From an optimization exercise on the open Yosys and OpenROAD flow, aimed at small area and a short achievable clock period; shortcuts taken in it are not production practice.
Where RTL was checked, it was by simulation tests only, not by an equivalence proof against the original.
The RTL of run 2 was laid out without a check of its function.
Power and IR drop assume default switching activity.

## flow/design.v (module list and top-level ports; edited modules follow where they fit)
// module DSP: 1800 lines
// module dsp_fa: 4 lines
// module dsp_ha: 4 lines
// module dsp_add18: 224 lines
// module dsp_add18_pg: 4 lines
module DSP(A, B, C, D, clk, rst_n, P);
  // ...
==> flow/flow/run.sh <==
#!/bin/bash
# The standard layout, with two changes to how it is made:
#  - the port buffers are plain sky130 buf_1 cells (the default pick is a slow delay cell),
#  - timing repair may swap cells across footprints (so it can resize those buffers).
set -euo pipefail
bash standard.sh "BUFFER_PORTS_ARGS=-buffer_cell sky130_fd_sc_hd__buf_1" MATCH_CELL_FOOTPRINT=0 finish > standard.log 2>&1
==> flow/standard.sh <==
#!/bin/bash
# synth_recipe.tcl (not shown) runs the flow's synth.tcl, then flattens the netlist and writes it again
# the make line also repeats each setting of config.mk as NAME=value (left out here)
make -C /OpenROAD-flow-scripts/flow DESIGN_CONFIG=/design/flow/config.mk WORK_HOME=/design/flow/orfs CLKGATE_MAP_FILE= SYNTH_SCRIPT=/design/flow/synth_recipe.tcl "${@:-finish}"
==> flow/config.mk <==
export PLATFORM = sky130hd
export DESIGN_NAME = DSP
export DESIGN_NICKNAME = DSP
export VERILOG_FILES = /design/flow/design.v
export SDC_FILE = /design/flow/constraint.sdc
export NUM_CORES = 4
export LEC_CHECK = 0
export CAP_MARGIN = 20
export CORE_MARGIN = 2
export CORE_UTILIZATION = 40
export CTS_BUF_LIST = sky130_fd_sc_hd__clkbuf_16
export CTS_CLUSTER_DIAMETER = 200
export CTS_CLUSTER_SIZE = 24
export SETUP_SLACK_MARGIN = 4.0
export SLEW_MARGIN = 20
export SYNTH_HIERARCHICAL = 1
==> flow/constraint.sdc <==
create_clock -name core_clock -period 7.0 [get_ports {clk}]
set_input_delay 1.4000 -clock core_clock [delete_from_list [all_inputs] [get_ports {clk}]]
set_output_delay 1.4000 -clock core_clock [all_outputs]
set_load 0.01 [all_outputs]
==> summary.txt, run 1 <==
* Cell Chain, Critical Path: buf_1 > fa_1 > ha_4 > nor2b_1 > o21ai_1 > nand2b_1 > a2111oi_4 > o211ai_1 > o211ai_1 > xnor2_1
* Post-CTS setup buffers at 0
* Hold_ws at 336 ps
* Worst path slowest cell: fa_1
* Tot Pwr at 0.00888 W
* Flop+latch power at 0.00268 W
* TritonCTS clock tree: done
* Vias in the first global route at 11139
* Hold Vio Cnt, Final at 0
* Met3 Track Usage GR at 1.73%
* Die area at 46300 µm²
* Routed vias at 9896
* Num CTS Buffers at 15
* P_clk at 0.000907 W
* Initial antenna violation count at 0
* Switching power total at 0.00368 W
* Met1 Usage GRT at 24.8%
* Fraction of area in multi-input gates at 55.1%
* Maximum clock frequency at 339 MHz
* Simple-Gate Fraction of Synth Area at 14.2%
* GPL Wtd Cong at 0.815
* Avg WL per Cell at 18.0 µm
* Crit start category: input port
* Area post-placement at 19100 µm²
* Die Y at 215 µm
* Most used cell, CP: o211ai_1
* # rows at 77
* FF+latch count at 282
* Ratio of cells with drive above 1 in the final layout at 6.19%
* Inverters at 23
* Sequential cell area share at 35.3%
* Power share of the clock group at 10.2%
* Outcome: complete, no violations
* R2r worst-path depth at 5
* Register area at 6920 µm²
* Latest clock arrival within the worst-skew pair at 500 ps
* # fillers at 4105
* Number of synthesized flops with an enable pin at 0
* Part of the power in combinational logic at 59.6%
* Post-synthesis xor/xnor area fraction at 2.41%
* Maximum vdd drop at 0.217 mV
==> run 2: changes to the inputs <==
--- a/flow/design.v
+++ b/flow/design.v
@@ -1,21 +1,20 @@
 module DSP(A, B, C, D, clk, rst_n, P);
 input  [17:0] A, B, D;
 input  [47:0] C;
 input clk, rst_n;
 output reg [47:0] P;
-reg  [17:0] s1, s2, s3, a1;
-reg  [4:0] ah;
+reg  [17:0] s1n, s2n, s3n, a1n;
+reg  [4:0] ahn;
 reg  [30:0] y0;
 reg  [30:0] y1;
 reg  [30:0] y2;
 reg  [47:0] z0;
 reg  [47:0] z1;
-reg  [13:0] zl;
 wire pp1;
 wire pp2;
 wire pp3;
 wire pp4;
 wire pp5;
 wire pp6;
 wire pp7;
 wire pp8;
@@ -942,340 +941,340 @@
 wire zfs627;
 wire zfc627;
 wire zfs628;
 wire zfc628;
 wire zfs629;
 wire zfc629;
 wire zfs630;
 wire zfc630;
-assign pp1 = a1[0] & s2[0];
-assign pp2 = a1[0] & s2[1];
-assign pp3 = a1[0] & s2[2];
-assign pp4 = a1[0] & s2[3];
-assign pp5 = a1[0] & s2[4];
-assign pp6 = a1[0] & s2[5];
-assign pp7 = a1[0] & s2[6];
-assign pp8 = a1[0] & s2[7];
-assign pp9 = a1[0] & s2[8];
-assign pp10 = a1[0] & s2[9];
-assign pp11 = a1[0] & s2[10];
-assign pp12 = a1[0] & s2[11];
-assign pp13 = a1[0] & s2[12];
-assign pp14 = a1[0] & s2[13];
-assign pp15 = a1[0] & s2[14];
-assign pp16 = a1[0] & s2[15];
-assign pp17 = a1[0] & s2[16];
-assign pp18 = a1[0] & s2[17];
-assign pp19 = a1[1] & s2[0];
-assign pp20 = a1[1] & s2[1];
-assign pp21 = a1[1] & s2[2];
-assign pp22 = a1[1] & s2[3];
-assign pp23 = a1[1] & s2[4];
-assign pp24 = a1[1] & s2[5];
-assign pp25 = a1[1] & s2[6];
-assign pp26 = a1[1] & s2[7];
-assign pp27 = a1[1] & s2[8];
-assign pp28 = a1[1] & s2[9];
-assign pp29 = a1[1] & s2[10];
-assign pp30 = a1[1] & s2[11];
-assign pp31 = a1[1] & s2[12];
-assign pp32 = a1[1] & s2[13];
-assign pp33 = a1[1] & s2[14];
-assign pp34 = a1[1] & s2[15];
-assign pp35 = a1[1] & s2[16];
-assign pp36 = a1[1] & s2[17];
-assign pp37 = a1[2] & s2[0];
-assign pp38 = a1[2] & s2[1];
-assign pp39 = a1[2] & s2[2];
-assign pp40 = a1[2] & s2[3];
-assign pp41 = a1[2] & s2[4];
-assign pp42 = a1[2] & s2[5];
-assign pp43 = a1[2] & s2[6];
-assign pp44 = a1[2] & s2[7];
-assign pp45 = a1[2] & s2[8];
-assign pp46 = a1[2] & s2[9];
-assign pp47 = a1[2] & s2[10];
-assign pp48 = a1[2] & s2[11];
-assign pp49 = a1[2] & s2[12];
-assign pp50 = a1[2] & s2[13];
-assign pp51 = a1[2] & s2[14];
-assign pp52 = a1[2] & s2[15];
-assign pp53 = a1[2] & s2[16];
-assign pp54 = a1[2] & s2[17];
-assign pp55 = a1[3] & s2[0];
-assign pp56 = a1[3] & s2[1];
-assign pp57 = a1[3] & s2[2];
-assign pp58 = a1[3] & s2[3];
-assign pp59 = a1[3] & s2[4];
-assign pp60 = a1[3] & s2[5];
-assign pp61 = a1[3] & s2[6];
-assign pp62 = a1[3] & s2[7];
-assign pp63 = a1[3] & s2[8];
-assign pp64 = a1[3] & s2[9];
-assign pp65 = a1[3] & s2[10];
-assign pp66 = a1[3] & s2[11];
-assign pp67 = a1[3] & s2[12];
-assign pp68 = a1[3] & s2[13];
-assign pp69 = a1[3] & s2[14];
-assign pp70 = a1[3] & s2[15];
-assign pp71 = a1[3] & s2[16];
-assign pp72 = a1[3] & s2[17];
-assign pp73 = a1[4] & s2[0];
-assign pp74 = a1[4] & s2[1];
-assign pp75 = a1[4] & s2[2];
-assign pp76 = a1[4] & s2[3];
-assign pp77 = a1[4] & s2[4];
-assign pp78 = a1[4] & s2[5];
-assign pp79 = a1[4] & s2[6];
-assign pp80 = a1[4] & s2[7];
-assign pp81 = a1[4] & s2[8];
-assign pp82 = a1[4] & s2[9];
-assign pp83 = a1[4] & s2[10];
-assign pp84 = a1[4] & s2[11];
-assign pp85 = a1[4] & s2[12];
-assign pp86 = a1[4] & s2[13];
-assign pp87 = a1[4] & s2[14];
-assign pp88 = a1[4] & s2[15];
-assign pp89 = a1[4] & s2[16];
-assign pp90 = a1[4] & s2[17];
-assign pp91 = a1[5] & s2[0];
-assign pp92 = a1[5] & s2[1];
-assign pp93 = a1[5] & s2[2];
-assign pp94 = a1[5] & s2[3];
-assign pp95 = a1[5] & s2[4];
-assign pp96 = a1[5] & s2[5];
-assign pp97 = a1[5] & s2[6];
-assign pp98 = a1[5] & s2[7];
-assign pp99 = a1[5] & s2[8];
-assign pp100 = a1[5] & s2[9];
-assign pp101 = a1[5] & s2[10];
-assign pp102 = a1[5] & s2[11];
-assign pp103 = a1[5] & s2[12];
-assign pp104 = a1[5] & s2[13];
-assign pp105 = a1[5] & s2[14];
-assign pp106 = a1[5] & s2[15];
-assign pp107 = a1[5] & s2[16];
-assign pp108 = a1[5] & s2[17];
-assign pp109 = a1[6] & s2[0];
-assign pp110 = a1[6] & s2[1];
-assign pp111 = a1[6] & s2[2];
-assign pp112 = a1[6] & s2[3];
-assign pp113 = a1[6] & s2[4];
-assign pp114 = a1[6] & s2[5];
-assign pp115 = a1[6] & s2[6];
-assign pp116 = a1[6] & s2[7];
-assign pp117 = a1[6] & s2[8];
-assign pp118 = a1[6] & s2[9];
-assign pp119 = a1[6] & s2[10];
-assign pp120 = a1[6] & s2[11];
-assign pp121 = a1[6] & s2[12];
-assign pp122 = a1[6] & s2[13];
-assign pp123 = a1[6] & s2[14];
-assign pp124 = a1[6] & s2[15];
-assign pp125 = a1[6] & s2[16];
-assign pp126 = a1[6] & s2[17];
-assign pp127 = a1[7] & s2[0];
-assign pp128 = a1[7] & s2[1];
-assign pp129 = a1[7] & s2[2];
-assign pp130 = a1[7] & s2[3];
-assign pp131 = a1[7] & s2[4];
-assign pp132 = a1[7] & s2[5];
-assign pp133 = a1[7] & s2[6];
-assign pp134 = a1[7] & s2[7];
-assign pp135 = a1[7] & s2[8];
-assign pp136 = a1[7] & s2[9];
-assign pp137 = a1[7] & s2[10];
-assign pp138 = a1[7] & s2[11];
-assign pp139 = a1[7] & s2[12];
-assign pp140 = a1[7] & s2[13];
-assign pp141 = a1[7] & s2[14];
-assign pp142 = a1[7] & s2[15];
-assign pp143 = a1[7] & s2[16];
-assign pp144 = a1[7] & s2[17];
-assign pp145 = a1[8] & s2[0];
-assign pp146 = a1[8] & s2[1];
-assign pp147 = a1[8] & s2[2];
-assign pp148 = a1[8] & s2[3];
-assign pp149 = a1[8] & s2[4];
-assign pp150 = a1[8] & s2[5];
-assign pp151 = a1[8] & s2[6];
-assign pp152 = a1[8] & s2[7];
-assign pp153 = a1[8] & s2[8];
-assign pp154 = a1[8] & s2[9];
-assign pp155 = a1[8] & s2[10];
-assign pp156 = a1[8] & s2[11];
-assign pp157 = a1[8] & s2[12];
-assign pp158 = a1[8] & s2[13];
-assign pp159 = a1[8] & s2[14];
-assign pp160 = a1[8] & s2[15];
-assign pp161 = a1[8] & s2[16];
-assign pp162 = a1[8] & s2[17];
-assign pp163 = a1[9] & s2[0];
-assign pp164 = a1[9] & s2[1];
-assign pp165 = a1[9] & s2[2];
-assign pp166 = a1[9] & s2[3];
-assign pp167 = a1[9] & s2[4];
-assign pp168 = a1[9] & s2[5];
-assign pp169 = a1[9] & s2[6];
-assign pp170 = a1[9] & s2[7];
-assign pp171 = a1[9] & s2[8];
-assign pp172 = a1[9] & s2[9];
-assign pp173 = a1[9] & s2[10];
-assign pp174 = a1[9] & s2[11];
-assign pp175 = a1[9] & s2[12];
-assign pp176 = a1[9] & s2[13];
-assign pp177 = a1[9] & s2[14];
-assign pp178 = a1[9] & s2[15];
-assign pp179 = a1[9] & s2[16];
-assign pp180 = a1[9] & s2[17];
-assign pp181 = a1[10] & s2[0];
-assign pp182 = a1[10] & s2[1];
-assign pp183 = a1[10] & s2[2];
-assign pp184 = a1[10] & s2[3];
-assign pp185 = a1[10] & s2[4];
-assign pp186 = a1[10] & s2[5];
-assign pp187 = a1[10] & s2[6];
-assign pp188 = a1[10] & s2[7];
-assign pp189 = a1[10] & s2[8];
-assign pp190 = a1[10] & s2[9];
-assign pp191 = a1[10] & s2[10];
-assign pp192 = a1[10] & s2[11];
-assign pp193 = a1[10] & s2[12];
-assign pp194 = a1[10] & s2[13];
-assign pp195 = a1[10] & s2[14];
-assign pp196 = a1[10] & s2[15];
-assign pp197 = a1[10] & s2[16];
-assign pp198 = a1[10] & s2[17];
-assign pp199 = a1[11] & s2[0];
-assign pp200 = a1[11] & s2[1];
-assign pp201 = a1[11] & s2[2];
-assign pp202 = a1[11] & s2[3];
-assign pp203 = a1[11] & s2[4];
-assign pp204 = a1[11] & s2[5];
-assign pp205 = a1[11] & s2[6];
-assign pp206 = a1[11] & s2[7];
-assign pp207 = a1[11] & s2[8];
-assign pp208 = a1[11] & s2[9];
-assign pp209 = a1[11] & s2[10];
-assign pp210 = a1[11] & s2[11];
-assign pp211 = a1[11] & s2[12];
-assign pp212 = a1[11] & s2[13];
-assign pp213 = a1[11] & s2[14];
-assign pp214 = a1[11] & s2[15];
-assign pp215 = a1[11] & s2[16];
-assign pp216 = a1[11] & s2[17];
-assign pp217 = a1[12] & s2[0];
-assign pp218 = a1[12] & s2[1];
-assign pp219 = a1[12] & s2[2];
-assign pp220 = a1[12] & s2[3];
-assign pp221 = a1[12] & s2[4];
-assign pp222 = a1[12] & s2[5];
-assign pp223 = a1[12] & s2[6];
-assign pp224 = a1[12] & s2[7];
-assign pp225 = a1[12] & s2[8];
-assign pp226 = a1[12] & s2[9];
-assign pp227 = a1[12] & s2[10];
-assign pp228 = a1[12] & s2[11];
-assign pp229 = a1[12] & s2[12];
-assign pp230 = a1[12] & s2[13];
-assign pp231 = a1[12] & s2[14];
-assign pp232 = a1[12] & s2[15];
-assign pp233 = a1[12] & s2[16];
-assign pp234 = a1[12] & s2[17];
-assign pq395 = ah[0] & s3[0];
-assign pq396 = ah[0] & s3[1];
-assign pq397 = ah[0] & s3[2];
-assign pq398 = ah[0] & s3[3];
-assign pq399 = ah[0] & s3[4];
-assign pq400 = ah[0] & s3[5];
-assign pq401 = ah[0] & s3[6];
-assign pq402 = ah[0] & s3[7];
-assign pq403 = ah[0] & s3[8];
-assign pq404 = ah[0] & s3[9];
-assign pq405 = ah[0] & s3[10];
-assign pq406 = ah[0] & s3[11];
-assign pq407 = ah[0] & s3[12];
-assign pq408 = ah[0] & s3[13];
-assign pq409 = ah[0] & s3[14];
-assign pq410 = ah[0] & s3[15];
-assign pq411 = ah[0] & s3[16];
-assign pq412 = ah[0] & s3[17];
-assign pq413 = ah[1] & s3[0];
-assign pq414 = ah[1] & s3[1];
-assign pq415 = ah[1] & s3[2];
-assign pq416 = ah[1] & s3[3];
-assign pq417 = ah[1] & s3[4];
-assign pq418 = ah[1] & s3[5];
-assign pq419 = ah[1] & s3[6];
-assign pq420 = ah[1] & s3[7];
-assign pq421 = ah[1] & s3[8];
-assign pq422 = ah[1] & s3[9];
-assign pq423 = ah[1] & s3[10];
-assign pq424 = ah[1] & s3[11];
-assign pq425 = ah[1] & s3[12];
-assign pq426 = ah[1] & s3[13];
-assign pq427 = ah[1] & s3[14];
-assign pq428 = ah[1] & s3[15];
-assign pq429 = ah[1] & s3[16];
-assign pq430 = ah[1] & s3[17];
-assign pq431 = ah[2] & s3[0];
-assign pq432 = ah[2] & s3[1];
-assign pq433 = ah[2] & s3[2];
-assign pq434 = ah[2] & s3[3];
-assign pq435 = ah[2] & s3[4];
-assign pq436 = ah[2] & s3[5];
-assign pq437 = ah[2] & s3[6];
-assign pq438 = ah[2] & s3[7];
-assign pq439 = ah[2] & s3[8];
-assign pq440 = ah[2] & s3[9];
-assign pq441 = ah[2] & s3[10];
-assign pq442 = ah[2] & s3[11];
-assign pq443 = ah[2] & s3[12];
-assign pq444 = ah[2] & s3[13];
-assign pq445 = ah[2] & s3[14];
-assign pq446 = ah[2] & s3[15];
-assign pq447 = ah[2] & s3[16];
-assign pq448 = ah[2] & s3[17];
-assign pq449 = ah[3] & s3[0];
-assign pq450 = ah[3] & s3[1];
-assign pq451 = ah[3] & s3[2];
-assign pq452 = ah[3] & s3[3];
-assign pq453 = ah[3] & s3[4];
-assign pq454 = ah[3] & s3[5];
-assign pq455 = ah[3] & s3[6];
-assign pq456 = ah[3] & s3[7];
-assign pq457 = ah[3] & s3[8];
-assign pq458 = ah[3] & s3[9];
-assign pq459 = ah[3] & s3[10];
-assign pq460 = ah[3] & s3[11];
-assign pq461 = ah[3] & s3[12];
-assign pq462 = ah[3] & s3[13];
-assign pq463 = ah[3] & s3[14];
-assign pq464 = ah[3] & s3[15];
-assign pq465 = ah[3] & s3[16];
-assign pq466 = ah[3] & s3[17];
-assign pq467 = ah[4] & s3[0];
-assign pq468 = ah[4] & s3[1];
-assign pq469 = ah[4] & s3[2];
-assign pq470 = ah[4] & s3[3];
-assign pq471 = ah[4] & s3[4];
-assign pq472 = ah[4] & s3[5];
-assign pq473 = ah[4] & s3[6];
-assign pq474 = ah[4] & s3[7];
-assign pq475 = ah[4] & s3[8];
-assign pq476 = ah[4] & s3[9];
-assign pq477 = ah[4] & s3[10];
-assign pq478 = ah[4] & s3[11];
-assign pq479 = ah[4] & s3[12];
-assign pq480 = ah[4] & s3[13];
-assign pq481 = ah[4] & s3[14];
-assign pq482 = ah[4] & s3[15];
-assign pq483 = ah[4] & s3[16];
-assign pq484 = ah[4] & s3[17];
+assign pp1 = ~(a1n[0] | s2n[0]);
+assign pp2 = ~(a1n[0] | s2n[1]);
+assign pp3 = ~(a1n[0] | s2n[2]);
+assign pp4 = ~(a1n[0] | s2n[3]);
+assign pp5 = ~(a1n[0] | s2n[4]);
+assign pp6 = ~(a1n[0] | s2n[5]);
+assign pp7 = ~(a1n[0] | s2n[6]);
+assign pp8 = ~(a1n[0] | s2n[7]);
+assign pp9 = ~(a1n[0] | s2n[8]);
+assign pp10 = ~(a1n[0] | s2n[9]);
+assign pp11 = ~(a1n[0] | s2n[10]);
+assign pp12 = ~(a1n[0] | s2n[11]);
+assign pp13 = ~(a1n[0] | s2n[12]);
+assign pp14 = ~(a1n[0] | s2n[13]);
+assign pp15 = ~(a1n[0] | s2n[14]);
+assign pp16 = ~(a1n[0] | s2n[15]);
+assign pp17 = ~(a1n[0] | s2n[16]);
+assign pp18 = ~(a1n[0] | s2n[17]);
+assign pp19 = ~(a1n[1] | s2n[0]);
+assign pp20 = ~(a1n[1] | s2n[1]);
+assign pp21 = ~(a1n[1] | s2n[2]);
+assign pp22 = ~(a1n[1] | s2n[3]);
+assign pp23 = ~(a1n[1] | s2n[4]);
+assign pp24 = ~(a1n[1] | s2n[5]);
+assign pp25 = ~(a1n[1] | s2n[6]);
+assign pp26 = ~(a1n[1] | s2n[7]);
+assign pp27 = ~(a1n[1] | s2n[8]);
+assign pp28 = ~(a1n[1] | s2n[9]);
+assign pp29 = ~(a1n[1] | s2n[10]);
+assign pp30 = ~(a1n[1] | s2n[11]);
+assign pp31 = ~(a1n[1] | s2n[12]);
+assign pp32 = ~(a1n[1] | s2n[13]);
+assign pp33 = ~(a1n[1] | s2n[14]);
+assign pp34 = ~(a1n[1] | s2n[15]);
+assign pp35 = ~(a1n[1] | s2n[16]);
+assign pp36 = ~(a1n[1] | s2n[17]);
+assign pp37 = ~(a1n[2] | s2n[0]);
+assign pp38 = ~(a1n[2] | s2n[1]);
+assign pp39 = ~(a1n[2] | s2n[2]);
+assign pp40 = ~(a1n[2] | s2n[3]);
+assign pp41 = ~(a1n[2] | s2n[4]);
+assign pp42 = ~(a1n[2] | s2n[5]);
+assign pp43 = ~(a1n[2] | s2n[6]);
+assign pp44 = ~(a1n[2] | s2n[7]);
+assign pp45 = ~(a1n[2] | s2n[8]);
+assign pp46 = ~(a1n[2] | s2n[9]);
+assign pp47 = ~(a1n[2] | s2n[10]);
+assign pp48 = ~(a1n[2] | s2n[11]);
+assign pp49 = ~(a1n[2] | s2n[12]);
+assign pp50 = ~(a1n[2] | s2n[13]);
+assign pp51 = ~(a1n[2] | s2n[14]);
+assign pp52 = ~(a1n[2] | s2n[15]);
+assign pp53 = ~(a1n[2] | s2n[16]);
+assign pp54 = ~(a1n[2] | s2n[17]);
+assign pp55 = ~(a1n[3] | s2n[0]);
+assign pp56 = ~(a1n[3] | s2n[1]);
+assign pp57 = ~(a1n[3] | s2n[2]);
+assign pp58 = ~(a1n[3] | s2n[3]);
+assign pp59 = ~(a1n[3] | s2n[4]);
+assign pp60 = ~(a1n[3] | s2n[5]);
+assign pp61 = ~(a1n[3] | s2n[6]);
+assign pp62 = ~(a1n[3] | s2n[7]);
+assign pp63 = ~(a1n[3] | s2n[8]);
+assign pp64 = ~(a1n[3] | s2n[9]);
+assign pp65 = ~(a1n[3] | s2n[10]);
+assign pp66 = ~(a1n[3] | s2n[11]);
+assign pp67 = ~(a1n[3] | s2n[12]);
+assign pp68 = ~(a1n[3] | s2n[13]);
+assign pp69 = ~(a1n[3] | s2n[14]);
+assign pp70 = ~(a1n[3] | s2n[15]);
+assign pp71 = ~(a1n[3] | s2n[16]);
+assign pp72 = ~(a1n[3] | s2n[17]);
+assign pp73 = ~(a1n[4] | s2n[0]);
+assign pp74 = ~(a1n[4] | s2n[1]);
+assign pp75 = ~(a1n[4] | s2n[2]);
+assign pp76 = ~(a1n[4] | s2n[3]);
+assign pp77 = ~(a1n[4] | s2n[4]);
+assign pp78 = ~(a1n[4] | s2n[5]);
+assign pp79 = ~(a1n[4] | s2n[6]);
+assign pp80 = ~(a1n[4] | s2n[7]);
+assign pp81 = ~(a1n[4] | s2n[8]);
+assign pp82 = ~(a1n[4] | s2n[9]);
+assign pp83 = ~(a1n[4] | s2n[10]);
+assign pp84 = ~(a1n[4] | s2n[11]);
+assign pp85 = ~(a1n[4] | s2n[12]);
+assign pp86 = ~(a1n[4] | s2n[13]);
+assign pp87 = ~(a1n[4] | s2n[14]);
+assign pp88 = ~(a1n[4] | s2n[15]);
+assign pp89 = ~(a1n[4] | s2n[16]);
+assign pp90 = ~(a1n[4] | s2n[17]);
+assign pp91 = ~(a1n[5] | s2n[0]);
+assign pp92 = ~(a1n[5] | s2n[1]);
+assign pp93 = ~(a1n[5] | s2n[2]);
+assign pp94 = ~(a1n[5] | s2n[3]);
+assign pp95 = ~(a1n[5] | s2n[4]);
+assign pp96 = ~(a1n[5] | s2n[5]);
+assign pp97 = ~(a1n[5] | s2n[6]);
+assign pp98 = ~(a1n[5] | s2n[7]);
+assign pp99 = ~(a1n[5] | s2n[8]);
+assign pp100 = ~(a1n[5] | s2n[9]);
+assign pp101 = ~(a1n[5] | s2n[10]);
+assign pp102 = ~(a1n[5] | s2n[11]);
+assign pp103 = ~(a1n[5] | s2n[12]);
+assign pp104 = ~(a1n[5] | s2n[13]);
+assign pp105 = ~(a1n[5] | s2n[14]);
+assign pp106 = ~(a1n[5] | s2n[15]);
+assign pp107 = ~(a1n[5] | s2n[16]);
+assign pp108 = ~(a1n[5] | s2n[17]);
+assign pp109 = ~(a1n[6] | s2n[0]);
+assign pp110 = ~(a1n[6] | s2n[1]);
+assign pp111 = ~(a1n[6] | s2n[2]);
+assign pp112 = ~(a1n[6] | s2n[3]);
+assign pp113 = ~(a1n[6] | s2n[4]);
+assign pp114 = ~(a1n[6] | s2n[5]);
+assign pp115 = ~(a1n[6] | s2n[6]);
+assign pp116 = ~(a1n[6] | s2n[7]);
+assign pp117 = ~(a1n[6] | s2n[8]);
+assign pp118 = ~(a1n[6] | s2n[9]);
+assign pp119 = ~(a1n[6] | s2n[10]);
+assign pp120 = ~(a1n[6] | s2n[11]);
+assign pp121 = ~(a1n[6] | s2n[12]);
+assign pp122 = ~(a1n[6] | s2n[13]);
+assign pp123 = ~(a1n[6] | s2n[14]);
+assign pp124 = ~(a1n[6] | s2n[15]);
+assign pp125 = ~(a1n[6] | s2n[16]);
+assign pp126 = ~(a1n[6] | s2n[17]);
+assign pp127 = ~(a1n[7] | s2n[0]);
+assign pp128 = ~(a1n[7] | s2n[1]);
+assign pp129 = ~(a1n[7] | s2n[2]);
+assign pp130 = ~(a1n[7] | s2n[3]);
+assign pp131 = ~(a1n[7] | s2n[4]);
+assign pp132 = ~(a1n[7] | s2n[5]);
+assign pp133 = ~(a1n[7] | s2n[6]);
+assign pp134 = ~(a1n[7] | s2n[7]);
+assign pp135 = ~(a1n[7] | s2n[8]);
+assign pp136 = ~(a1n[7] | s2n[9]);
+assign pp137 = ~(a1n[7] | s2n[10]);
+assign pp138 = ~(a1n[7] | s2n[11]);
+assign pp139 = ~(a1n[7] | s2n[12]);
+assign pp140 = ~(a1n[7] | s2n[13]);
+assign pp141 = ~(a1n[7] | s2n[14]);
+assign pp142 = ~(a1n[7] | s2n[15]);
+assign pp143 = ~(a1n[7] | s2n[16]);
+assign pp144 = ~(a1n[7] | s2n[17]);
+assign pp145 = ~(a1n[8] | s2n[0]);
+assign pp146 = ~(a1n[8] | s2n[1]);
+assign pp147 = ~(a1n[8] | s2n[2]);
+assign pp148 = ~(a1n[8] | s2n[3]);
+assign pp149 = ~(a1n[8] | s2n[4]);
+assign pp150 = ~(a1n[8] | s2n[5]);
+assign pp151 = ~(a1n[8] | s2n[6]);
+assign pp152 = ~(a1n[8] | s2n[7]);
+assign pp153 = ~(a1n[8] | s2n[8]);
+assign pp154 = ~(a1n[8] | s2n[9]);
+assign pp155 = ~(a1n[8] | s2n[10]);
+assign pp156 = ~(a1n[8] | s2n[11]);
+assign pp157 = ~(a1n[8] | s2n[12]);
+assign pp158 = ~(a1n[8] | s2n[13]);
+assign pp159 = ~(a1n[8] | s2n[14]);
+assign pp160 = ~(a1n[8] | s2n[15]);
+assign pp161 = ~(a1n[8] | s2n[16]);
+assign pp162 = ~(a1n[8] | s2n[17]);
+assign pp163 = ~(a1n[9] | s2n[0]);
+assign pp164 = ~(a1n[9] | s2n[1]);
+assign pp165 = ~(a1n[9] | s2n[2]);
+assign pp166 = ~(a1n[9] | s2n[3]);
+assign pp167 = ~(a1n[9] | s2n[4]);
+assign pp168 = ~(a1n[9] | s2n[5]);
+assign pp169 = ~(a1n[9] | s2n[6]);
+assign pp170 = ~(a1n[9] | s2n[7]);
+assign pp171 = ~(a1n[9] | s2n[8]);
+assign pp172 = ~(a1n[9] | s2n[9]);
+assign pp173 = ~(a1n[9] | s2n[10]);
+assign pp174 = ~(a1n[9] | s2n[11]);
+assign pp175 = ~(a1n[9] | s2n[12]);
+assign pp176 = ~(a1n[9] | s2n[13]);
+assign pp177 = ~(a1n[9] | s2n[14]);
+assign pp178 = ~(a1n[9] | s2n[15]);
+assign pp179 = ~(a1n[9] | s2n[16]);
+assign pp180 = ~(a1n[9] | s2n[17]);
+assign pp181 = ~(a1n[10] | s2n[0]);
+assign pp182 = ~(a1n[10] | s2n[1]);
+assign pp183 = ~(a1n[10] | s2n[2]);
+assign pp184 = ~(a1n[10] | s2n[3]);
+assign pp185 = ~(a1n[10] | s2n[4]);
+assign pp186 = ~(a1n[10] | s2n[5]);
+assign pp187 = ~(a1n[10] | s2n[6]);
+assign pp188 = ~(a1n[10] | s2n[7]);
+assign pp189 = ~(a1n[10] | s2n[8]);
+assign pp190 = ~(a1n[10] | s2n[9]);
+assign pp191 = ~(a1n[10] | s2n[10]);
+assign pp192 = ~(a1n[10] | s2n[11]);
+assign pp193 = ~(a1n[10] | s2n[12]);
+assign pp194 = ~(a1n[10] | s2n[13]);
+assign pp195 = ~(a1n[10] | s2n[14]);
+assign pp196 = ~(a1n[10] | s2n[15]);
+assign pp197 = ~(a1n[10] | s2n[16]);
+assign pp198 = ~(a1n[10] | s2n[17]);
+assign pp199 = ~(a1n[11] | s2n[0]);
+assign pp200 = ~(a1n[11] | s2n[1]);
+assign pp201 = ~(a1n[11] | s2n[2]);
+assign pp202 = ~(a1n[11] | s2n[3]);
+assign pp203 = ~(a1n[11] | s2n[4]);
+assign pp204 = ~(a1n[11] | s2n[5]);
+assign pp205 = ~(a1n[11] | s2n[6]);
+assign pp206 = ~(a1n[11] | s2n[7]);
+assign pp207 = ~(a1n[11] | s2n[8]);
+assign pp208 = ~(a1n[11] | s2n[9]);
+assign pp209 = ~(a1n[11] | s2n[10]);
+assign pp210 = ~(a1n[11] | s2n[11]);
+assign pp211 = ~(a1n[11] | s2n[12]);
+assign pp212 = ~(a1n[11] | s2n[13]);
+assign pp213 = ~(a1n[11] | s2n[14]);
+assign pp214 = ~(a1n[11] | s2n[15]);
+assign pp215 = ~(a1n[11] | s2n[16]);
+assign pp216 = ~(a1n[11] | s2n[17]);
+assign pp217 = ~(a1n[12] | s2n[0]);
+assign pp218 = ~(a1n[12] | s2n[1]);
+assign pp219 = ~(a1n[12] | s2n[2]);
+assign pp220 = ~(a1n[12] | s2n[3]);
+assign pp221 = ~(a1n[12] | s2n[4]);
+assign pp222 = ~(a1n[12] | s2n[5]);
+assign pp223 = ~(a1n[12] | s2n[6]);
+assign pp224 = ~(a1n[12] | s2n[7]);
+assign pp225 = ~(a1n[12] | s2n[8]);
+assign pp226 = ~(a1n[12] | s2n[9]);
+assign pp227 = ~(a1n[12] | s2n[10]);
+assign pp228 = ~(a1n[12] | s2n[11]);
+assign pp229 = ~(a1n[12] | s2n[12]);
+assign pp230 = ~(a1n[12] | s2n[13]);
+assign pp231 = ~(a1n[12] | s2n[14]);
+assign pp232 = ~(a1n[12] | s2n[15]);
+assign pp233 = ~(a1n[12] | s2n[16]);
+assign pp234 = ~(a1n[12] | s2n[17]);
+assign pq395 = ~(ahn[0] | s3n[0]);
+assign pq396 = ~(ahn[0] | s3n[1]);
+assign pq397 = ~(ahn[0] | s3n[2]);
+assign pq398 = ~(ahn[0] | s3n[3]);
+assign pq399 = ~(ahn[0] | s3n[4]);
+assign pq400 = ~(ahn[0] | s3n[5]);
+assign pq401 = ~(ahn[0] | s3n[6]);
+assign pq402 = ~(ahn[0] | s3n[7]);
+assign pq403 = ~(ahn[0] | s3n[8]);
+assign pq404 = ~(ahn[0] | s3n[9]);
+assign pq405 = ~(ahn[0] | s3n[10]);
+assign pq406 = ~(ahn[0] | s3n[11]);
+assign pq407 = ~(ahn[0] | s3n[12]);
+assign pq408 = ~(ahn[0] | s3n[13]);
+assign pq409 = ~(ahn[0] | s3n[14]);
+assign pq410 = ~(ahn[0] | s3n[15]);
+assign pq411 = ~(ahn[0] | s3n[16]);
+assign pq412 = ~(ahn[0] | s3n[17]);
+assign pq413 = ~(ahn[1] | s3n[0]);
+assign pq414 = ~(ahn[1] | s3n[1]);
+assign pq415 = ~(ahn[1] | s3n[2]);
+assign pq416 = ~(ahn[1] | s3n[3]);
+assign pq417 = ~(ahn[1] | s3n[4]);
+assign pq418 = ~(ahn[1] | s3n[5]);
+assign pq419 = ~(ahn[1] | s3n[6]);
+assign pq420 = ~(ahn[1] | s3n[7]);
+assign pq421 = ~(ahn[1] | s3n[8]);
+assign pq422 = ~(ahn[1] | s3n[9]);
+assign pq423 = ~(ahn[1] | s3n[10]);
+assign pq424 = ~(ahn[1] | s3n[11]);
+assign pq425 = ~(ahn[1] | s3n[12]);
+assign pq426 = ~(ahn[1] | s3n[13]);
+assign pq427 = ~(ahn[1] | s3n[14]);
+assign pq428 = ~(ahn[1] | s3n[15]);
+assign pq429 = ~(ahn[1] | s3n[16]);
+assign pq430 = ~(ahn[1] | s3n[17]);
+assign pq431 = ~(ahn[2] | s3n[0]);
+assign pq432 = ~(ahn[2] | s3n[1]);
+assign pq433 = ~(ahn[2] | s3n[2]);
+assign pq434 = ~(ahn[2] | s3n[3]);
+assign pq435 = ~(ahn[2] | s3n[4]);
+assign pq436 = ~(ahn[2] | s3n[5]);
+assign pq437 = ~(ahn[2] | s3n[6]);
+assign pq438 = ~(ahn[2] | s3n[7]);
+assign pq439 = ~(ahn[2] | s3n[8]);
+assign pq440 = ~(ahn[2] | s3n[9]);
+assign pq441 = ~(ahn[2] | s3n[10]);
+assign pq442 = ~(ahn[2] | s3n[11]);
+assign pq443 = ~(ahn[2] | s3n[12]);
+assign pq444 = ~(ahn[2] | s3n[13]);
+assign pq445 = ~(ahn[2] | s3n[14]);
+assign pq446 = ~(ahn[2] | s3n[15]);
+assign pq447 = ~(ahn[2] | s3n[16]);
+assign pq448 = ~(ahn[2] | s3n[17]);
+assign pq449 = ~(ahn[3] | s3n[0]);
+assign pq450 = ~(ahn[3] | s3n[1]);
+assign pq451 = ~(ahn[3] | s3n[2]);
+assign pq452 = ~(ahn[3] | s3n[3]);
+assign pq453 = ~(ahn[3] | s3n[4]);
+assign pq454 = ~(ahn[3] | s3n[5]);
+assign pq455 = ~(ahn[3] | s3n[6]);
+assign pq456 = ~(ahn[3] | s3n[7]);
+assign pq457 = ~(ahn[3] | s3n[8]);
+assign pq458 = ~(ahn[3] | s3n[9]);
+assign pq459 = ~(ahn[3] | s3n[10]);
+assign pq460 = ~(ahn[3] | s3n[11]);
+assign pq461 = ~(ahn[3] | s3n[12]);
+assign pq462 = ~(ahn[3] | s3n[13]);
+assign pq463 = ~(ahn[3] | s3n[14]);
+assign pq464 = ~(ahn[3] | s3n[15]);
+assign pq465 = ~(ahn[3] | s3n[16]);
+assign pq466 = ~(ahn[3] | s3n[17]);
+assign pq467 = ~(ahn[4] | s3n[0]);
+assign pq468 = ~(ahn[4] | s3n[1]);
+assign pq469 = ~(ahn[4] | s3n[2]);
+assign pq470 = ~(ahn[4] | s3n[3]);
+assign pq471 = ~(ahn[4] | s3n[4]);
+assign pq472 = ~(ahn[4] | s3n[5]);
+assign pq473 = ~(ahn[4] | s3n[6]);
+assign pq474 = ~(ahn[4] | s3n[7]);
+assign pq475 = ~(ahn[4] | s3n[8]);
+assign pq476 = ~(ahn[4] | s3n[9]);
+assign pq477 = ~(ahn[4] | s3n[10]);
+assign pq478 = ~(ahn[4] | s3n[11]);
+assign pq479 = ~(ahn[4] | s3n[12]);
+assign pq480 = ~(ahn[4] | s3n[13]);
+assign pq481 = ~(ahn[4] | s3n[14]);
+assign pq482 = ~(ahn[4] | s3n[15]);
+assign pq483 = ~(ahn[4] | s3n[16]);
+assign pq484 = ~(ahn[4] | s3n[17]);
 dsp_ha u_yha235 (.a(pp10), .b(pp112), .s(yhs235), .co(yhc235));
 dsp_fa u_yfa236 (.a(pp11), .b(pp113), .c(pp130), .s(yfs236), .co(yfc236));
 dsp_ha u_yha237 (.a(pp147), .b(pp164), .s(yhs237), .co(yhc237));
 dsp_fa u_yfa238 (.a(pp114), .b(pp12), .c(pp131), .s(yfs238), .co(yfc238));
 dsp_fa u_yfa239 (.a(pp148), .b(pp165), .c(pp182), .s(yfs239), .co(yfc239));
 dsp_ha u_yha240 (.a(pp199), .b(pp29), .s(yhs240), .co(yhc240));
 dsp_fa u_yfa241 (.a(pp115), .b(pp13), .c(pp132), .s(yfs241), .co(yfc241));
 dsp_fa u_yfa242 (.a(pp149), .b(pp166), .c(pp183), .s(yfs242), .co(yfc242));
@@ -1582,17 +1581,16 @@
 always @(posedge clk or negedge rst_n) begin
   if (!rst_n) begin
     P <= 0;
     y0 <= 0;
     y1 <= 0;
     y2 <= 0;
     z0 <= 0;
     z1 <= 0;
-    zl <= 0;
   end else begin
     y0[0] <= pp1;
     y0[1] <= pp19;
     y0[2] <= pp20;
     y0[3] <= pp4;
     y0[4] <= yhc370;
     y0[5] <= yfc371;
     y0[6] <= yfc372;
@@ -1669,16 +1667,29 @@
     y2[21] <= yfs388;
     y2[22] <= yfs389;
     y2[23] <= yfs390;
     y2[24] <= yfc390;
     y2[25] <= yfs392;
     y2[26] <= yfc392;
     y2[27] <= yfc393;
     y2[28] <= yfc394;
+    z0[0] <= y0[0];
+    z0[1] <= zhs597;
+    z0[2] <= zhc597;
+    z0[3] <= zfc598;
+    z0[4] <= zfc599;
+    z0[5] <= zfc600;
+    z0[6] <= zfc601;
+    z0[7] <= zfc602;
+    z0[8] <= zfc603;
+    z0[9] <= zfc604;
+    z0[10] <= zfc605;
+    z0[11] <= zfc606;
+    z0[12] <= zfc607;
     z0[13] <= zfc608;
     z0[14] <= zfc609;
     z0[15] <= zfc610;
     z0[16] <= zfc611;
     z0[17] <= zfc612;
     z0[18] <= zfc613;
     z0[19] <= zfc614;
     z0[20] <= zfc615;
@@ -1704,16 +1715,29 @@
     z0[40] <= C[40];
     z0[41] <= C[41];
     z0[42] <= C[42];
     z0[43] <= C[43];
     z0[44] <= C[44];
     z0[45] <= C[45];
     z0[46] <= C[46];
     z0[47] <= C[47];
+    z1[0] <= C[0];
+    z1[1] <= C[1];
+    z1[2] <= zfs598;
+    z1[3] <= zfs599;
+    z1[4] <= zfs600;
+    z1[5] <= zfs601;
+    z1[6] <= zfs602;
+    z1[7] <= zfs603;
+    z1[8] <= zfs604;
+    z1[9] <= zfs605;
+    z1[10] <= zfs606;
+    z1[11] <= zfs607;
+    z1[12] <= zfs608;
     z1[13] <= zfs609;
     z1[14] <= zfs610;
     z1[15] <= zfs611;
     z1[16] <= zfs612;
     z1[17] <= zfs613;
     z1[18] <= zfs614;
     z1[19] <= zfs615;
     z1[20] <= zfs616;
@@ -1727,80 +1751,53 @@
     z1[28] <= zfs624;
     z1[29] <= zfs625;
     z1[30] <= zfs626;
     z1[31] <= zfc626;
     z1[32] <= zfs628;
     z1[33] <= zfc628;
     z1[34] <= zfc629;
     z1[35] <= zfc630;
-    zl <= {1'b0, {zfc607, zfc606, zfc605, zfc604, zfc603, zfc602, zfc601, zfc600, zfc599, zfc598, zhc597, zhs597, y0[0]}} + {1'b0, {zfs608, zfs607, zfs606, zfs605, zfs604, zfs603, zfs602, zfs601, zfs600, zfs599, zfs598, C[1], C[0]}};
-    P <= {z0[47:13] + z1[47:13] + zl[13], zl[12:0]};
+    P <= z0 + z1;
     y0[30] <= 1'b0;
     y1[0] <= 1'b0;
     y1[29] <= 1'b0;
     y1[30] <= 1'b0;
     y2[0] <= 1'b0;
     y2[1] <= 1'b0;
     y2[29] <= 1'b0;
     y2[30] <= 1'b0;
-    z0[0] <= 1'b0;
-    z0[1] <= 1'b0;
-    z0[2] <= 1'b0;
-    z0[3] <= 1'b0;
-    z0[4] <= 1'b0;
-    z0[5] <= 1'b0;
-    z0[6] <= 1'b0;
-    z0[7] <= 1'b0;
-    z0[8] <= 1'b0;
-    z0[9] <= 1'b0;
-    z0[10] <= 1'b0;
-    z0[11] <= 1'b0;
-    z0[12] <= 1'b0;
-    z1[0] <= 1'b0;
-    z1[1] <= 1'b0;
-    z1[2] <= 1'b0;
-    z1[3] <= 1'b0;
-    z1[4] <= 1'b0;
-    z1[5] <= 1'b0;
-    z1[6] <= 1'b0;
-    z1[7] <= 1'b0;
-    z1[8] <= 1'b0;
-    z1[9] <= 1'b0;
-    z1[10] <= 1'b0;
-    z1[11] <= 1'b0;
-    z1[12] <= 1'b0;
     z1[36] <= 1'b0;
     z1[37] <= 1'b0;
     z1[38] <= 1'b0;
     z1[39] <= 1'b0;
     z1[40] <= 1'b0;
     z1[41] <= 1'b0;
     z1[42] <= 1'b0;
     z1[43] <= 1'b0;
     z1[44] <= 1'b0;
     z1[45] <= 1'b0;
     z1[46] <= 1'b0;
     z1[47] <= 1'b0;
   end
 end
 always @(posedge clk or negedge rst_n) begin
   if (!rst_n) begin
-    s1 <= 0;
-    a1 <= 0;
-    ah <= 0;
+    s1n <= {18{1'b1}};
+    a1n <= {18{1'b1}};
+    ahn <= {18{1'b1}};
   end else begin
-    s1 <= sbd;
-    a1 <= A;
-    ah <= a1[17:13];
+    s1n <= ~(sbd);
+    a1n <= ~A;
+    ahn <= a1n[17:13];
   end
 end
 always @(posedge clk) begin
-  s2 <= s1;
-  s3 <= s2;
+  s2n <= s1n;
+  s3n <= s2n;
 end
 endmodule
 module dsp_fa(input a, input b, input c, output s, output co);
 assign s = a ^ b ^ c;
 assign co = (a & b) | (a & c) | (b & c);
 endmodule
 module dsp_ha(input a, input b, output s, output co);
 assign s = a ^ b;
--- a/flow/config.mk
+++ b/flow/config.mk
@@ -5,12 +5,12 @@
 export SDC_FILE = /design/flow/constraint.sdc
 export NUM_CORES = 4
 export LEC_CHECK = 0
 export CAP_MARGIN = 20
 export CORE_MARGIN = 2
 export CORE_UTILIZATION = 40
 export CTS_BUF_LIST = sky130_fd_sc_hd__clkbuf_16
 export CTS_CLUSTER_DIAMETER = 200
-export CTS_CLUSTER_SIZE = 24
+export CTS_CLUSTER_SIZE = 30
 export SETUP_SLACK_MARGIN = 4.0
 export SLEW_MARGIN = 20
 export SYNTH_HIERARCHICAL = 1
==> run 2 against run 1 <==
Effect of this change:
- synthesized cell count is 11% higher
- area after synthesis grew 1.9%
- first-iteration DRC count fell by 0.85%
- setup slack got worse by 24 ps
- die area rose by 1.9%
- utilization is 0.43 points lower
==> summary.txt, run 2 <==
* Syn Std Cell Area at 18200 µm² (was 17800 µm²)
* H-tree Lvls at 1 (unchanged)
* Avg WL per Cell at 18.1 µm (was 18.0 µm)
* Worst Path Arrival at 3360 ps (was 3380 ps)
* Syn avg cell area at 12.4 µm² (was 13.4 µm²)
* Post-synth ARST share at 87.8% (was 87.2%)
* Total negative setup slack at 0 ps (unchanged)
* Root Buffer: clkbuf_16 (unchanged)
* Number of synthesized flops with an enable pin at 0 (unchanged)
* Most frequent cells in the layout: nor2_1 (351), fa_1 (277), dfrtp_1 (217) (was and2_1 (328), fa_1 (280), dfrtp_1 (228))
* Maximum vdd drop at 0.188 mV (was 0.217 mV)
* Tcrit/Tclk final at 42.5% (was 42.1%)
* Crit start category: flop (was input port)
* Die Y at 217 µm (was 215 µm)
* Max-slew violations at 0 (unchanged)
* Clk_skew at 23.0 ps (was 14.8 ps)
* Tot Pwr at 0.00890 W (was 0.00888 W)
* Top cells by area, synth: fa_1 (32%), dfrtp_1 (30%), nor2_1 (7.3%) (was dfrtp_1 (35%), fa_1 (33%), and2_1 (12%))
* # rows at 78 (was 77)
* Die area at 47100 µm² (was 46300 µm²)
* Post-DP HPWL at 29.7 mm (was 27.8 mm)
* Drt total wl at 39.6 mm (was 37.1 mm)
* Via-to-Cell Ratio at 5.00 (was 4.80)
* Clk sinks at 294 (was 282)
* Commonest non-fill, non-tap cell in the layout: nor2_1 (was and2_1)
* Type of the most critical hold path: reg2reg (unchanged)
* Clock buffer depth at 3 (unchanged)
* Hold Vio Cnt, Final at 0 (unchanged)
* Largest net degree at the start of global routing at 145 (was 142)
* DR WL met2 at 19.1 mm (was 17.2 mm)
* Initial antenna violation count at 1 (was 0)
* Register area share after synthesis at 39.8% (was 38.6%)
* I/O pin count at 152 (unchanged)
* Remaining DRCs at 0 (unchanged)
* Post-route antenna net violation count at 0 (unchanged)
* Syn Inst Count at 1470 (was 1328)
* GPL Wtd Cong at 0.860 (was 0.815)
* RSZ-0062 raised after global routing: yes (unchanged)
* All-Layer GR Usage at 17.3% (was 16.8%)
* Worst setup EP type: flop (unchanged)
* Final setup violation count at 0 (unchanged)
* Cell leakage power at 8.87 nW (was 8.53 nW)
* Latest clock arrival within the worst-skew pair at 510 ps (was 500 ps)
* Post-synth top area share at 31.9% (was 34.5%)
* Initial DRT Pass Iterations at 5 (unchanged)
* Inserted Diodes at 0 (unchanged)
* Starting Density at 40.3% (was 40.4%)
* Num CTS Buffers at 13 (was 15)
* Ratio of cells with drive above 1 in the final layout at 8.56% (was 6.19%)
* Fin nets at 2049 (was 1928)
* Max Cap Viol at 0 (unchanged)
* Setup Slack @ Placement at 3520 ps (was 3530 ps)
* Total grt overflow at 0 (unchanged)
* Outcome: complete, no violations (unchanged)
* Synth Warn # at 7 (unchanged)
* Number of port buffers at 151 (unchanged)
* DR WL met3 at 2.00 mm (was 1.43 mm)
* Net Count, Synth at 1936 (was 1795)
* Final WS setup at 4030 ps (was 4050 ps)
* Fin util at 44.0% (was 44.4%)
* Top FF cell, synth: dfrtp_1 (unchanged)
* Worst-margin pin slew at 833 ps (was 798 ps)
* TritonCTS clock tree: done (unchanged)
* Crit Path Category: reg2reg (was in2reg)
* Pwr/cell area at 449 nW/µm² (was 453 nW/µm²)
* Routed vias at 10939 (was 9896)
* Critical path peak fanout at 14 (was 3)
* DIE WIDTH at 217 µm (was 215 µm)
* # fillers at 4194 (was 4105)
* Yosys reg bits at 294 (was 282)
* Uppermost layer routed: met5 (was met4)
* Worst slew margin at 44.1% (was 46.8%)
* Top flop regs: P (48), z0 (48), z1 (36) (was P (48), z0 (35), y0 (30))
* Worst endpoint required time at 7380 ps (was 7430 ps)
* M1 wire length at 17.7 mm (was 17.9 mm)
* Global-route wire length before repair at 64.7 mm (was 61.7 mm)
* Maximum clock frequency at 336 MHz (was 339 MHz)
* Synth cell count leaders: nor2_1 (351), fa_1 (289), dfrtp_1 (217), ha_1 (73) (was and2_1 (328), fa_1 (291), dfrtp_1 (246), ha_1 (72))
* DRT iter0 DRCs at 466 (was 470)
* Area grow syn2layout at 9.14% (was 9.89%)
* Vias in the first global route at 11991 (was 11139)
* CTS clk-pin slew, worst paths at 120 ps (was 90 ps)
* Tmin final at 2970 ps (was 2950 ps)
* Biggest area consumer among synthesized cells: fa_1 (was dfrtp_1)
* Top-count cell post-synth: nor2_1 (was and2_1)
* Netlist cell types at 75 (was 58)
* Core Region at 45100 µm² (was 44100 µm²)
run 2: final timing paths:
path	startpoint	endpoint	slack (ps)	cells past startpoint
setup / recovery	s2n[17]$_DFF_P_	y2[19]$_DFF_PN0_	4030	5
hold / removal	a1n[17]$_DFF_PN1_	ahn[4]$_DFF_PN1_	360	0
setup reg to reg	s2n[17]$_DFF_P_	y2[19]$_DFF_PN0_	4030	5
hold reg to reg	a1n[17]$_DFF_PN1_	ahn[4]$_DFF_PN1_	360	0
max in group asynchronous	rst_n	y0[28]$_DFF_PN0_	4760	2
min in group asynchronous	rst_n	y0[7]$_DFF_PN0_	960	1
run 2: modules after synthesis (local to each module, per instance):
module	flip-flops and latches	cells	area [µm²]	copies in the design
dsp_add18	0	88	601	1
DSP	294	1058	11300	1
dsp_fa	0	1	20.0	288
dsp_add18_pg	0	18	225	1
dsp_ha	0	1	12.5	18
run 2: power by group:
group	internal, W	switching, W	total [W]
sequential	0.00243	0.000400	0.00283
clock	0.000346	0.000517	0.000864
combinational	0.00231	0.00290	0.00521
total	0.00508	0.00381	0.00890
run 2: per-stage QoR:
| stage | std cells | hold WS, ps | cell area [µm²] |
|---|---|---|---|
| CTS | 2170 | 357 | 19600 |
| finish | 2189 | 356 | 19800 |
| detailed placement | 2149 | 339 | 19100 |
| global route | 2189 | 367 | 19800 |
| floorplan | 1470 | 331 | 18200 |
| global placement | 2149 | 338 | 19100 |
run 2: repair_timing:
item,CTS,global route
pin swaps,0,1
hold buffers,0,0
buffers inserted,0,19
hold endpoints to repair,0,0
setup endpoints to repair,18,24
resized for setup,21,19
run 2: per-layer routing:
layer	GRT usage (%)	up-vias
met3	2.10	58
li1	-	4914
met5	0	-
met4	4.32	2
met1	24.1	5663
met2	29.0	302
run 2: kinds of logic (layout without fill, tap and decap cells):
family | after synthesis | after routing | synth area share (%)
and+or+nand+nor | 461 | 461 | 10.6
adders and majority gates | 362 | 362 | 36.9
DFF | 294 | 294 | 39.8
AOI/OAI and AO/OA | 172 | 172 | 6.79
buffers and inverters | 125 | 244 | 3.28
xor gates and xnor gates | 56 | 56 | 2.70
run 2: final cells by class:
class / count / area, µm² / area share [%]
multi-input cells: 1051 / 10400 / 52.4
flip-flops and latches: 294 / 7310 / 36.9
repair buffers: 172 / 816 / 4.12
well taps: 600 / 751 / 3.79
clock buffers: 13 / 325 / 1.64
inverters: 51 / 191 / 0.966
clock inverters: 8 / 35.0 / 0.177
run 2: worst max-delay path, stage by stage, from the launching register on:
cell and delay, ps:
dfxtp_1 780, nor2_1 140, fa_1 500, fa_1 440
fa_1 450, fa_1 540

re-timing with driven ports:
How much do the figures lean on ideal ports? The routed layouts below were timed once more, with nothing changed but the port constraints. Step 1: set_driving_cell puts a clkbuf_16 on clk and a buf_2 on each other input, an assumption about the parent block. Step 2 adds t to the input delays and takes it off the output delays; t is the mean of the earliest and latest rising clock arrival at the registers after step 1. Input paths then give back, and output paths get back, about the clock's delay inside the block. Three values: ideal ports, drivers, drivers and shift; two values: the first two.
run | t (ns) | setup slack, ns | worst hold slack (ns) | worst setup path at the end | pins driven straight from the clock port
run 1 | 0.540 | 4.050 / 4.055 / 3.536 | 0.336 / 0.336 / 0.336 | input to register | 1
run 2 | 0.544 | 4.026 / 4.026 / 3.556 | 0.356 / 0.356 / 0.356 | input to register | 1
After both steps every run listed still meets setup and hold. For run 1, which loses most, drivers alone change the setup slack by +0.005 ns; drivers and shift together by -0.514 ns.
